This is an optimization exercise on Yosys and OpenROAD, whose aim is small area and a short achievable clock period, not a production implementation.
Only simulation tests tie the RTL to the original design; equivalence was not proved.
Power is estimated from default activity; no workload was simulated.

// System
module System(RESET, CLK, ENCRYPTED, PASSWD_INIT, FLAG, FOUND, TXD);
Size: ~540 cells after synthesis, about 85 I/O pins.
clock: 17.0 ns
lec_check: 0
cap_margin: 20
core_margin: 2
core_utilization: 70
slew_margin: 20
standard.sh (not shown) runs the stock make flow with config.mk's settings and CLKGATE_MAP_FILE= SYNTH_SCRIPT=/design/flow/synth_recipe.tcl, a recipe that flattens the netlist after the stock synthesis.
==> flow/flow/run.sh <==
#!/bin/bash
export BUFFER_PORTS_ARGS="-buffer_cell sky130_fd_sc_hd__buf_1"
bash standard.sh SETUP_SLACK_MARGIN=11.8 finish > standard.log 2>&1
Next try:
==> flow/flow/run.sh (replaced) <==
#!/bin/bash
export BUFFER_PORTS_ARGS="-buffer_cell sky130_fd_sc_hd__buf_1"
bash standard.sh SETUP_SLACK_MARGIN=11.6 finish > standard.log 2>&1
--- a/flow/config.mk
+++ b/flow/config.mk
@@ -8,4 +8,4 @@
 export CAP_MARGIN = 20
 export CORE_MARGIN = 2
-export CORE_UTILIZATION = 70
+export CORE_UTILIZATION = 60
 export SLEW_MARGIN = 20
Design area fell by a few percent.
Synthesized cell count stays the same.
Setup slack got worse by 0.012 ns.
Wire length fell by roughly a tenth.
Sequential cell count stays the same.
Area after synthesis does not change.
Die area increases by about a fifth.
Hold slack is about the same.
Non-clock buffer count went down by 9.
Via count came out lower by a little under a tenth.
Next try:
==> flow/flow/run.sh (replaced) <==
#!/bin/bash
export BUFFER_PORTS_ARGS="-buffer_cell sky130_fd_sc_hd__buf_2"
bash standard.sh SETUP_SLACK_MARGIN=12.3 finish > standard.log 2>&1
Effect: Design area rose by about 7%; count of clock-buffer cells in the layout rose by 2; power fell by 1.7%; synthesized cell count does not change; clock power fell by about 20%; die area does not change; setup slack gains 0.057 ns; fmax rose by 1.1%; wire length rose by about 5%.
Next try:
==> flow/flow/run.sh (replaced) <==
#!/bin/bash
export BUFFER_PORTS_ARGS="-buffer_cell sky130_fd_sc_hd__buf_2"
bash standard.sh SETUP_SLACK_MARGIN=11.6 finish > standard.log 2>&1
What happened: Sequential cell count stays the same. Register-to-register slack gets worse by 0.26 ns. Cell area shrinks by a few percent. Setup slack gets worse by 0.11 ns. Critical path depth shrinks by 1. Count of clock-buffer cells in the layout shrinks by 2. Routed wire length shrinks slightly. Core utilization shrinks by 2.4 points.
Next try:
==> flow/flow/run.sh (replaced) <==
#!/bin/bash
export BUFFER_PORTS_ARGS="-buffer_cell sky130_fd_sc_hd__buf_1"
bash standard.sh SETUP_SLACK_MARGIN=11.6 finish > standard.log 2>&1
--- a/flow/config.mk
+++ b/flow/config.mk
@@ -6,6 +6,7 @@
 export NUM_CORES = 4
 export LEC_CHECK = 0
+export ABC_AREA = 1
 export CAP_MARGIN = 20
 export CORE_MARGIN = 2
-export CORE_UTILIZATION = 60
+export CORE_UTILIZATION = 70
 export SLEW_MARGIN = 20
The new run passed the timing, DRC and antenna checks.
Critical path depth does not change.
Routed wire length is higher by 18%.
Total power is lower by 1.5%.
Clock-buffer cell count does not change.
Setup slack is better by 0.078 ns.
Synthesized area is higher by 3.6%.
Flip-flop and latch count stays the same.

========
== try-lagoon ==
The RTL this note starts from:
==> flow/design.v <==
`timescale 1ns / 1ps
module NextMux(S, A, B, Y);
	input S;
	input [34:0] A, B;
	output [34:0] Y;
	assign Y = S ? A : B;
endmodule
module Check(n0, n1, n2, n3, n4, e0, e1, e2, e3, e4, q02, q34, q1);
	input [6:0] n0, n1, n2, n3, n4, e0, e1, e2, e3, e4;
	output q02, q34, q1;
	function eqk9;
		input [8:0] x, y, kc;
		reg [8:0] c;
		begin
			c = (x & y) | ((x | y) & ~kc);
			eqk9 = (x ^ y ^ kc) == {c[7:0], 1'b0};
		end
	endfunction
	wire [6:0] ne2x = ~e2;
	wire [6:0] ne4x = ~e4;
	wire s0 = e0[0] ^ ne2x[0];
	wire s3 = e3[0] ^ ne4x[0];
	wire v = eqk9({2'b0, e0}, {2'b0, ne2x}, {1'b0, s0, 1'b0, ~s0, 3'b000, ~s0, s0}) &
	         eqk9({2'b0, e3}, {2'b0, ne4x}, {1'b0, ~s3, 1'b0, s3, 4'b0000, s3});
	wire [6:0] ne2 = ~e2;
	wire [6:0] a02 = n0 ^ n2 ^ ne2;
	wire [6:0] b02 = (n0 & n2) | (n0 & ne2) | (n2 & ne2);
	assign q02 = eqk9({2'b0, a02}, {1'b0, b02, 1'b0}, {1'b0, ~a02[0], 1'b1, a02[0], 4'b1111, a02[0]});
	wire [6:0] ne4 = ~e4;
	wire [6:0] a34 = n3 ^ n4 ^ ne4;
	wire [6:0] b34 = (n3 & n4) | (n3 & ne4) | (n4 & ne4);
	wire s34 = a34[0];
	wire hi3 = (n3[6:2] == 5'b10111) & (n3[1] ^ n3[0]);
	wire hi4 = (n4[6:2] == 5'b10111) & (n4[1] ^ n4[0]);
	wire x34 = hi3 & hi4 & (e4[6:1] == 6'd0) & (e4[0] ? (n3[1] & n4[1]) : (n3[1] ^ n4[1]));
	assign q34 = eqk9({2'b0, a34}, {1'b0, b34, 1'b0}, {1'b0, s34, 1'b1, ~s34, 2'b11, ~s34, s34, s34}) | x34;
	assign q1 = v & eqk9({1'b0, n1, 1'b1}, {2'b0, ~e1}, {1'b0, ~e1[0], 1'b1, e1[0], 4'b1111, e1[0]});
endmodule
module System(RESET, CLK, ENCRYPTED, PASSWD_INIT, FLAG, FOUND, TXD);
	input RESET;
	input CLK;
	input [0:39] ENCRYPTED;
	input [0:39] PASSWD_INIT;
	output FLAG;
	output FOUND;
	output TXD;
	function [6:0] inc7;
		input [6:0] x;
		input c;
		integer k;
		reg t;
		begin
			t = c;
			for (k = 0; k < 7; k = k + 1) begin
				inc7[k] = x[k] ^ t;
				t = t & x[k];
			end
		end
	endfunction
	wire [6:0] e0 = ENCRYPTED[1:7];
	wire [6:0] e1 = ENCRYPTED[9:15];
	wire [6:0] e2 = ENCRYPTED[17:23];
	wire [6:0] e3 = ENCRYPTED[25:31];
	wire [6:0] e4 = ENCRYPTED[33:39];
	wire [34:0] init = {PASSWD_INIT[1:7], PASSWD_INIT[9:15], PASSWD_INIT[17:23], PASSWD_INIT[25:31], PASSWD_INIT[33:39]};
	reg rst_q;
	always @(posedge CLK) rst_q <= RESET;
	reg [6:0] p0, p1, p2, p3, p4;
	reg f02, f34, f1;
	wire found = f02 & f34 & f1;
	wire w4 = p4 == 7'd94;
	wire w3 = p3 == 7'd94;
	wire w2 = p2 == 7'd94;
	wire w1 = p1 == 7'd94;
	wire top = w4 & w3 & w2 & w1 & (p0 == 7'd94);
	wire stop = found | top;
	wire c4 = !stop;
	wire c3 = c4 & w4;
	wire c2 = c3 & w3;
	wire c1 = c2 & w2;
	wire c0 = c1 & w1;
	wire [6:0] i4 = (c3) ? 7'd0 : inc7(p4, c4);
	wire [6:0] i3 = (c2) ? 7'd0 : inc7(p3, c3);
	wire [6:0] i2 = (c1) ? 7'd0 : inc7(p2, c2);
	wire [6:0] i1 = (c0) ? 7'd0 : inc7(p1, c1);
	wire [6:0] i0 = inc7(p0, c0);
	wire [34:0] n;
	NextMux nm(.S(RESET), .A(init), .B({i0, i1, i2, i3, i4}), .Y(n));
	wire [6:0] n0 = n[34:28];
	wire [6:0] n1 = n[27:21];
	wire [6:0] n2 = n[20:14];
	wire [6:0] n3 = n[13:7];
	wire [6:0] n4 = n[6:0];
	wire q02, q34, q1;
	Check ck(.n0(n0), .n1(n1), .n2(n2), .n3(n3), .n4(n4), .e0(e0), .e1(e1), .e2(e2), .e3(e3), .e4(e4),
		.q02(q02), .q34(q34), .q1(q1));
	reg [14:0] hx;
	reg hb15;
	wire hz = hx[13:0] == 14'd0;
	always @(posedge CLK) begin
		p0 <= n0; p1 <= n1; p2 <= n2; p3 <= n3; p4 <= n4;
		f02 <= q02; f34 <= q34;
		f1 <= q1;
		hx <= rst_q ? 15'd2 : {hx[13:0], hx[14] ^ hx[13] ^ hz};
		hb15 <= rst_q ? 1'b0 : hb15 ^ (hz & !hx[14]);
	end
	assign FOUND = found;
	assign FLAG = (top & !found) | (hb15 & !rst_q);
	reg [8:0] ph;     
	reg [3:0] j;
	reg [2:0] b;
	reg txd;
	wire slot_end = ph == 9'd118;
	wire done = b == 3'd6;
	wire [8:0] phn = {ph[7:0], ph[8] ^ ph[4]};
	always @(posedge CLK) begin
		ph <= !stop ? 9'd1 : rst_q ? 9'd2 : slot_end ? 9'd1 : phn;
		if (rst_q) begin
			j <= 4'd6;
			b <= 3'd0;
		end else if (slot_end) begin    
			j <= (j == 4'd0) ? 4'd6 : {j[3] ^ (&j[2:0]), j[2] ^ (&j[1:0]), j[1] ^ j[0], ~j[0]};
			if (j == 4'd0 && !done) b <= {b[2] ^ (&b[1:0]), b[1] ^ b[0], ~b[0]};
		end
	end
	wire [7:0] bs = {1'b1, p0[j[2:0]], p1[j[2:0]], p2[j[2:0]], p3[j[2:0]], p4[j[2:0]], 2'b11};
	wire dbit = (j[2:0] == 3'd7) ? (b == 3'd0 || b >= 3'd6) : bs[3'd7 - b];
	wire low = !done & ((j == 4'd7) | (j[3] & !dbit));
	always @(posedge CLK) txd <= RESET | rst_q | !low;
	assign TXD = txd;
endmodule
export LEC_CHECK = 0
export CAP_MARGIN = 20
export CORE_MARGIN = 2
export CORE_UTILIZATION = 80
export SLEW_MARGIN = 20
create_clock -name core_clock -period 17.0 [get_ports {CLK}]
==> flow/flow/run.sh <==
#!/bin/bash
export BUFFER_PORTS_ARGS="-buffer_cell sky130_fd_sc_hd__buf_1"
bash standard.sh SETUP_SLACK_MARGIN=11.6 finish > standard.log 2>&1
try-lagoon did not finish; a tool error ended it in global routing.
--- input diff try-lagoon..try-willow ---
Settings: swapping 80 for 70 in CORE_UTILIZATION.
==> flow/flow/run.sh <==
#!/bin/bash
export BUFFER_PORTS_ARGS="-buffer_cell sky130_fd_sc_hd__buf_1"
bash standard.sh SETUP_SLACK_MARGIN=11.7 finish > standard.log 2>&1
==> comparison <==
try-willow finished all stages; the layout is clean. On try-willow: starting utilization of the core area is 11 points lower than what try-lagoon gave. try-willow vs. try-lagoon: area of placed instances went up by about 0.36%. Comparing try-willow against try-lagoon, there is no change at all in number of input and output port buffers inserted. Delta (try-willow minus try-lagoon): height of the chip grew by about 6.6%; number of gates resized after CTS went down 2.
Modified inputs, try-nickel compared to try-willow
==> flow/flow/run.sh <==
#!/bin/bash
export BUFFER_PORTS_ARGS="-buffer_cell sky130_fd_sc_hd__buf_1"
bash standard.sh SETUP_SLACK_MARGIN=11.6 finish > standard.log 2>&1
Results
try-nickel has completed all stages; timing, DRC and antenna checks passed.
Total routing usage reported by global routing, try-willow and try-nickel: higher on try-willow
In the flow results for try-willow and try-nickel, the total wirelength of the detailed-routed design is smaller on try-nickel.
Of try-willow and try-nickel, the run reporting the lower transition at the pin with the smallest max-transition slack was try-willow.
Multi-input combinational area share (try-nickel over try-willow): increase, 0.49 points
From try-willow to try-nickel the numbers moved as follows: maximum frequency has remained practically unchanged, met1 global-route usage has decreased, worst relative slew slack lower.
diff inputs: try-nickel => try-tundra
==> flow/flow/run.sh <==
#!/bin/bash
export BUFFER_PORTS_ARGS="-buffer_cell sky130_fd_sc_hd__buf_1"
bash standard.sh SETUP_SLACK_MARGIN=11.5 finish > standard.log 2>&1
### Flow results
- Est. power | try-tundra vs try-nickel | try-tundra higher
- Taking try-nickel as the reference, in try-tundra finished layout cell area now smaller, detailed placer's ending HPWL now larger.

==> what the ideal ports hide <==
Ports are ideal in the flow. The routed layouts listed here were re-timed in OpenROAD.
Step 1 sets driving cells, clkbuf_16 on the clock port and buf_2 on the other inputs (assumed; they add their load-dependent delay and slew).
Step 2, shift: input delay + t, output delay - t, t = (earliest + latest rising clock arrival at the registers) / 2. This alone moves slack from input paths to output paths.
a / b / c = no drivers / after step 1 / after step 2; a / b = the first two.
run | shift t [ns] | setup WS [ns] | latest minus earliest clock arrival (ns)
the first run of note 1 | 0.378 | 11.635 / 11.622 / 11.244 | 0.016 / 0.016
the second run of note 1 | 0.374 | 11.622 / 11.631 / 11.257 | 0.014 / 0.014
the third run of note 1 | 0.380 | 11.680 / 11.643 / 11.263 | 0.016 / 0.016
the fourth run of note 1 | 0.383 | 11.571 / 11.570 / 11.188 | 0.008 / 0.009
the fifth run of note 1 | 0.391 | 11.649 / 11.631 / 11.241 | 0.010 / 0.009
try-willow | 0.384 | 11.638 / 11.618 / 11.234 | 0.013 / 0.013
try-nickel | 0.376 | 11.648 / 11.632 / 11.256 | 0.008 / 0.008
try-tundra | 0.384 | 11.553 / 11.559 / 11.175 | 0.006 / 0.006
After both steps every run listed still meets setup and hold. The setup slack of the third run of note 1, which loses most, moves by -0.037 ns with the drivers and by -0.417 ns with both steps.
